From an optimization exercise on the open Yosys and OpenROAD flow, aimed at small area, a short achievable clock period and few clock cycles; shortcuts taken in it are not production practice. Where RTL was checked, it was by simulation tests only, not by an equivalence proof against the original. No driver is modelled on the clock port, so clock power and skew are understated where the tree is cut down; a real chip needs a root buffer or a tree.

Setup of old:
==> module exgcd_recursion, before the edit <==
module exgcd_recursion #(
	parameter WIDTH = 16
) (
	input 	clk,     
	input 	rst_n,   
	input	[WIDTH-1:0] data_a,
	input 	[WIDTH-1:0] data_b,
	input	valid_in,
	output 	[WIDTH-1:0] gcd,
	output  [WIDTH-1:0] inv,
	output  reg valid_out
);
localparam M  = 4;                       
localparam KW = 2;                       
function [WIDTH:0] add16;
	input [WIDTH-1:0] a;
	input [WIDTH-1:0] b;
	input             cin;
	reg   [WIDTH-1:0] g, p, G, P;
	integer n, l;
	begin
		p = a ^ b;
		g = a & b;
		g[0] = g[0] | (p[0] & cin);
		G = g; P = p;
		for (l = 1; l < WIDTH; l = l * 2)
			for (n = 2 * l - 1; n < WIDTH; n = n + 2 * l) begin
				G[n] = G[n] | (P[n] & G[n-l]);
				P[n] = P[n] & P[n-l];
			end
		for (l = WIDTH / 4; l >= 1; l = l / 2)
			for (n = 3 * l - 1; n < WIDTH; n = n + 2 * l) begin
				G[n] = G[n] | (P[n] & G[n-l]);
				P[n] = P[n] & P[n-l];
			end
		add16 = {G[WIDTH-1], p ^ {G[WIDTH-2:0], cin}};
	end
endfunction
reg             run;
reg [WIDTH-1:0] R;       
reg [WIDTH-1:0] B;       
reg [KW-1:0]    k;
reg [WIDTH-1:0] S0;      
reg [WIDTH-1:0] SS;      
reg [M-1:0]     qd;      
reg             upd;     
reg             swd;     
reg [KW-1:0]    kd;      
assign gcd = R;
assign inv = SS;
wire bzero = (B == {WIDTH{1'b0}});
wire kzero = (k == {KW{1'b0}});
wire [WIDTH:0] upc = add16({{M{1'b0}}, R[WIDTH-1:M]}, ~{{M{1'b0}}, B[WIDTH-M-1:0]}, 1'b1);
wire up = ~bzero && (B[WIDTH-1:WIDTH-M] == {M{1'b0}}) && upc[WIDTH];
wire [WIDTH-1:0] rem [0:M];
wire [M-1:0]     qb;
assign rem[M] = R;
genvar i;
generate
	for (i = M - 1; i >= 0; i = i - 1) begin : stage
		wire [WIDTH:0] dd = add16(rem[i+1] >> i, ~({{i{1'b0}}, B[WIDTH-1-i:0]}), 1'b1);
		wire hi0 = (i == 0) ? 1'b1 : (B[WIDTH-1:WIDTH-1-i+1] == 0);
		assign qb[i] = hi0 & dd[WIDTH] & ~up;
		if (i == 0) begin : n0
			assign rem[i] = qb[i] ? dd[WIDTH-1:0] : rem[i+1];
		end else begin : ni
			assign rem[i] = qb[i] ? {dd[WIDTH-i-1:0], rem[i+1][i-1:0]} : rem[i+1];
		end
	end
endgenerate
wire swap = run & ~up & kzero & ~bzero;
wire remz = (rem[0] == {WIDTH{1'b0}});
wire done = run & ((bzero & swd) | (swap & remz));
always @(posedge clk or negedge rst_n) begin
	if (~rst_n) begin
		run <= 1'b0;
		valid_out <= 1'b0;
	end else begin
		run <= run ? ~done : valid_in;
		valid_out <= done;
	end
end
always @(posedge clk) begin
	qd  <= qb & {M{run & ~bzero}};
	upd <= run & up;
	swd <= run & (swap | bzero);
	kd  <= k;
	if (~run) begin
		R  <= data_a;
		B  <= data_b;
		k  <= {KW{1'b0}};
	end else if (swap) begin
		R  <= B;
		B  <= rem[0];
		k  <= {KW{1'b0}};
	end else begin
		R  <= rem[0];
		if (up) begin
			B  <= B << M;
			k  <= k + 1'b1;
		end else begin
			B  <= B >> M;
			k  <= k - 1'b1;
		end
	end
end
reg [WIDTH-1:0] therm;           
integer t;
always @(*) begin
	for (t = 0; t < WIDTH; t = t + 1)
		therm[t] = (t >= kd * M);
end
wire [WIDTH-1:0] SSm = SS & therm;       
wire [WIDTH-1:0] nop [0:M-1];
wire [WIDTH-1:0] acs [1:M];      
wire [WIDTH-1:0] acc [1:M];      
generate
	for (i = 0; i < M; i = i + 1) begin : ops
		assign nop[i] = ~((SSm << i) & {WIDTH{qd[i]}});
	end
endgenerate
assign acs[1] = S0;
assign acc[1] = nop[M-1];
generate
	for (i = 1; i < M; i = i + 1) begin : csa
		wire [WIDTH-1:0] n = nop[M-1-i];
		assign acs[i+1] = acs[i] ^ acc[i] ^ n;
		assign acc[i+1] = {(acs[i][WIDTH-2:0] & acc[i][WIDTH-2:0]) | (acs[i][WIDTH-2:0] & n[WIDTH-2:0]) |
		                   (acc[i][WIDTH-2:0] & n[WIDTH-2:0]), 1'b1};
	end
endgenerate
wire [WIDTH-1:0] cs2_s = acs[M];
wire [WIDTH-1:0] cs2_c = acc[M];
wire [WIDTH:0]   sc;
wire [WIDTH-1:0] snew;
assign sc[0] = 1'b1;
generate
	for (i = 0; i < WIDTH; i = i + 1) begin : rip
		assign snew[i]  = cs2_s[i] ^ cs2_c[i] ^ sc[i];
		assign sc[i+1]  = (cs2_s[i] & cs2_c[i]) | (cs2_s[i] & sc[i]) | (cs2_c[i] & sc[i]);
	end
endgenerate
always @(posedge clk) begin
	if (~run) begin
		S0 <= {{(WIDTH-1){1'b0}}, 1'b1};
		SS <= {WIDTH{1'b0}};
	end else if (swd) begin
		S0 <= SS;
		SS <= snew;
	end else begin
		S0 <= snew;
		if (upd)
			SS <= (SS << M) | (SS >> (WIDTH - M));
		else
			SS <= (SS >> M) | (SS << (WIDTH - M));
	end
end
endmodule
==> flow/config.mk <==
export PLATFORM = sky130hd
export DESIGN_NAME = exgcd_recursion
export DESIGN_NICKNAME = exgcd_recursion
export VERILOG_FILES = /design/flow/design.v
export SDC_FILE = /design/flow/constraint.sdc
export NUM_CORES = 4
export LEC_CHECK = 0
export ABC_AREA = 1
export CAP_MARGIN = 20
export CORE_MARGIN = 2
export CORE_UTILIZATION = 65
export SLEW_MARGIN = 20
==> flow/constraint.sdc <==
create_clock -name core_clock -period 50.0 [get_ports {clk}]
set_input_delay 10.0000 -clock core_clock [delete_from_list [all_inputs] [get_ports {clk}]]
set_output_delay 10.0000 -clock core_clock [all_outputs]
set_load 0.01 [all_outputs]
standard.sh (not shown) runs the stock make flow with config.mk's settings and CLKGATE_MAP_FILE= SYNTH_SCRIPT=/design/flow/synth_recipe.tcl, a recipe that flattens the netlist after the stock synthesis.
==> flow/flow/run.sh <==
#!/bin/bash
# The standard layout (standard.sh) with three changes:
#  - extra ORFS make variables from flow/extra.txt, one per line: a setup
#    margin for repair_timing so the achieved period is optimised below the
#    50 ns constraint, and the port buffer cell;
#  - the clock tree is built by flow/clock_tree.tcl instead of TritonCTS:
#    one level of identical clock buffers, each driving the flip-flops of
#    one quadrant of the core, all fed straight from the clock port;
#  - everything else (synthesis, floorplan, placement, routing, finishing)
#    is standard.sh unchanged.
set -euo pipefail
args=()
while IFS= read -r line; do
	[[ -z "$line" || "$line" == \#* ]] && continue
	args+=("$line")
done < flow/extra.txt
bash standard.sh "${args[@]}" place > standard_place.log 2>&1
openroad -no_init -exit flow/clock_tree.tcl > clock_tree.log 2>&1
bash standard.sh "${args[@]}" finish > standard_finish.log 2>&1
Other scripts of this flow, unchanged in this note and not shown: flow/flow/clock_tree.tcl, flow/flow/extra.txt
old has completed all stages; timing, DRC and antenna checks passed.
Testbench counts of old, summed over its fixed seeds: cycles 93,720.
The inputs of new differ from those of old as listed below.
--- a/flow/design.v
+++ b/flow/design.v
@@ -35,13 +35,14 @@
 			end
 		add16 = {G[WIDTH-1], p ^ {G[WIDTH-2:0], cin}};
 	end
 endfunction
 reg             run;
 reg [WIDTH-1:0] R;       
-reg [WIDTH-1:0] B;       
+reg [WIDTH-1:0] Bn;      
+wire [WIDTH-1:0] B = ~Bn;
 reg [KW-1:0]    k;
 reg [WIDTH-1:0] S0;      
 reg [WIDTH-1:0] SS;      
 reg [M-1:0]     qd;      
 reg             upd;     
 reg             swd;     
@@ -84,25 +85,25 @@
 	qd  <= qb & {M{run & ~bzero}};
 	upd <= run & up;
 	swd <= run & (swap | bzero);
 	kd  <= k;
 	if (~run) begin
 		R  <= data_a;
-		B  <= data_b;
+		Bn <= ~data_b;
 		k  <= {KW{1'b0}};
 	end else if (swap) begin
 		R  <= B;
-		B  <= rem[0];
+		Bn <= ~rem[0];
 		k  <= {KW{1'b0}};
 	end else begin
 		R  <= rem[0];
 		if (up) begin
-			B  <= B << M;
+			Bn <= ~(B << M);
 			k  <= k + 1'b1;
 		end else begin
-			B  <= B >> M;
+			Bn <= ~(B >> M);
 			k  <= k - 1'b1;
 		end
 	end
 end
 reg [WIDTH-1:0] therm;           
 integer t;
## What came out
Startpoint of the most critical setup path = SS[14]$_SDFF_PN0_: new; startpoint of the most critical setup path = R[13]$_DFF_P_: old. Met2 demand-to-capacity share in global routing: new lower than old. Per the comparison of new with old, post-route non-filler standard cell count fell 18, wire length reported by the detailed router rose about 3%, synthesized cell count fell 18. Row overall track demand over capacity in global routing: new higher / old lower. Relative to old, area of all placed cells without fillers has gone down in new.
Testbench counts of new, summed over its fixed seeds: cycles 93,720.
No run of this note takes its clock network from TritonCTS; it comes from the design's own scripts or RTL.

========
The RTL this note starts from:
==> flow/design.v <==
module exgcd_recursion #(
	parameter WIDTH = 16
) (
	input 	clk,     
	input 	rst_n,   
	input	[WIDTH-1:0] data_a,
	input 	[WIDTH-1:0] data_b,
	input	valid_in,
	output 	[WIDTH-1:0] gcd,
	output  [WIDTH-1:0] inv,
	output  reg valid_out
);
localparam M  = 3;                       
localparam KMAX = (WIDTH - 1) / M;       
localparam KW = $clog2(KMAX + 1) > 0 ? $clog2(KMAX + 1) : 1;
reg             run;
reg [WIDTH-1:0] R;       
reg [WIDTH-1:0] B;       
reg [WIDTH-1:0] S0;      
reg [WIDTH-1:0] SS;      
reg [KW-1:0]    k;
assign gcd = R;
assign inv = S0;
wire bzero = (B == {WIDTH{1'b0}});
wire kzero = (k == {KW{1'b0}});
wire [WIDTH+M-1:0] bup = {B, {M{1'b0}}};
wire up = ~bzero && ({{M{1'b0}}, R} >= bup);
wire [WIDTH-1:0] rem [0:M];
wire [WIDTH-1:0] sacc [0:M];
assign rem[M]  = R;
assign sacc[M] = S0;
genvar i, p;
generate
	for (i = M - 1; i >= 0; i = i - 1) begin : stage
		wire [WIDTH+i-1:0] bs = B << i;
		wire [WIDTH+i-1:0] rx = rem[i+1];
		wire ge = (rx >= (B << i)) ;
		wire qb = ge & ~up;
		wire [WIDTH+i:0] bsx = {1'b0, B, {i{1'b0}}};
		wire [WIDTH+i:0] rsub = {{(i+1){1'b0}}, rem[i+1]} - bsx;
		assign rem[i] = qb ? rsub[WIDTH-1:0] : rem[i+1];
		wire [WIDTH-1:0] rot = (i == 0) ? SS : ((SS << i) | (SS >> (WIDTH - i)));
		wire [WIDTH-1:0] op;
		for (p = 0; p < WIDTH; p = p + 1) begin : bitm
			assign op[p] = rot[p] & qb & (p >= k * M + i);
		end
		assign sacc[i] = sacc[i+1] - op;
	end
endgenerate
wire swap   = run & ~up & kzero & ~bzero;
wire remz   = (rem[0] == {WIDTH{1'b0}});
wire done   = run & (bzero | (swap & remz));
always @(posedge clk or negedge rst_n) begin
	if (~rst_n) begin
		run <= 1'b0;
		valid_out <= 1'b0;
	end else begin
		run <= run ? ~done : valid_in;
		valid_out <= done;
	end
end
always @(posedge clk) begin
	if (~run) begin
		R  <= data_a;
		B  <= data_b;
		S0 <= {{(WIDTH-1){1'b0}}, 1'b1};
		SS <= {WIDTH{1'b0}};
		k  <= {KW{1'b0}};
	end else if (up) begin
		B  <= B << M;
		SS <= (SS << M) | (SS >> (WIDTH - M));
		k  <= k + 1'b1;
	end else if (swap) begin
		R  <= B;
		B  <= rem[0];
		S0 <= SS;
		SS <= sacc[0];
		k  <= {KW{1'b0}};
	end else begin
		R  <= rem[0];
		S0 <= sacc[0];
		B  <= B >> M;
		SS <= (SS >> M) | (SS << (WIDTH - M));
		k  <= k - 1'b1;
	end
end
endmodule
Settings: LEC_CHECK=0, CAP_MARGIN=20, CORE_MARGIN=2, CORE_UTILIZATION=40, SLEW_MARGIN=20; clock period 50.0 ns.
run.sh (not shown) runs the stock make flow with config.mk's settings and CLKGATE_MAP_FILE= SYNTH_SCRIPT=/design/flow/synth_recipe.tcl, a recipe that flattens the netlist after the stock synthesis.
Stock flow here: none of the scripts above is used.
The starting point finished clean.
Rerun with:
--- a/flow/design.v
+++ b/flow/design.v
@@ -13,5 +13,5 @@
 localparam M  = 3;                       
 localparam KMAX = (WIDTH - 1) / M;       
-localparam KW = $clog2(KMAX + 1) > 0 ? $clog2(KMAX + 1) : 1;
+localparam KW = 3;                       
 reg             run;
 reg [WIDTH-1:0] R;       
What happened: Core utilization is unchanged; setup slack is unchanged; synthesized cell count does not change; hold slack does not change; non-clock buffer count is unchanged; cell count stays the same; via count stays the same; cell area does not change; wire length does not change; global-route usage is unchanged.
Testbench counts after the change, summed over its fixed seeds: cycles 106,906.
Only the layout flow was run in the first run of this note; the RTL was not checked for function there.

[static timing again, ports no longer ideal]
No port has a modelled driver above. Below, the same layouts with a new extraction and two added sets of constraints.
Step 1: set_driving_cell puts a clkbuf_16 on clk and a buf_2 on each other input, an assumption about the parent block.
Step 2, shift: input delay + t, output delay - t, t = (earliest + latest rising clock arrival at the registers) / 2. This alone moves slack from input paths to output paths.
Three values: ideal ports, drivers, drivers and shift; two values: the first two.
| run | shift t [ns] | setup slack, ns | worst setup path at the end | latest minus earliest clock arrival (ns) | worst slew at a driven data input, ns |
|---|---|---|---|---|---|
| old | 0.247 | 39.230 / 39.134 / 39.382 | register to output | 0.015 / 0.015 | 0.03 |
| new | 0.242 | 39.244 / 39.153 / 39.395 | register to output | 0.014 / 0.014 | 0.06 |
| the first run of note 2 | 0.389 | 37.112 / 37.112 / 37.112 | register to register | 0.013 / 0.013 | 0.04 |
| the second run of note 2 | 0.389 | 37.112 / 37.112 / 37.112 | register to register | 0.013 / 0.013 | 0.04 |
After both steps setup and hold are still met in every run listed.
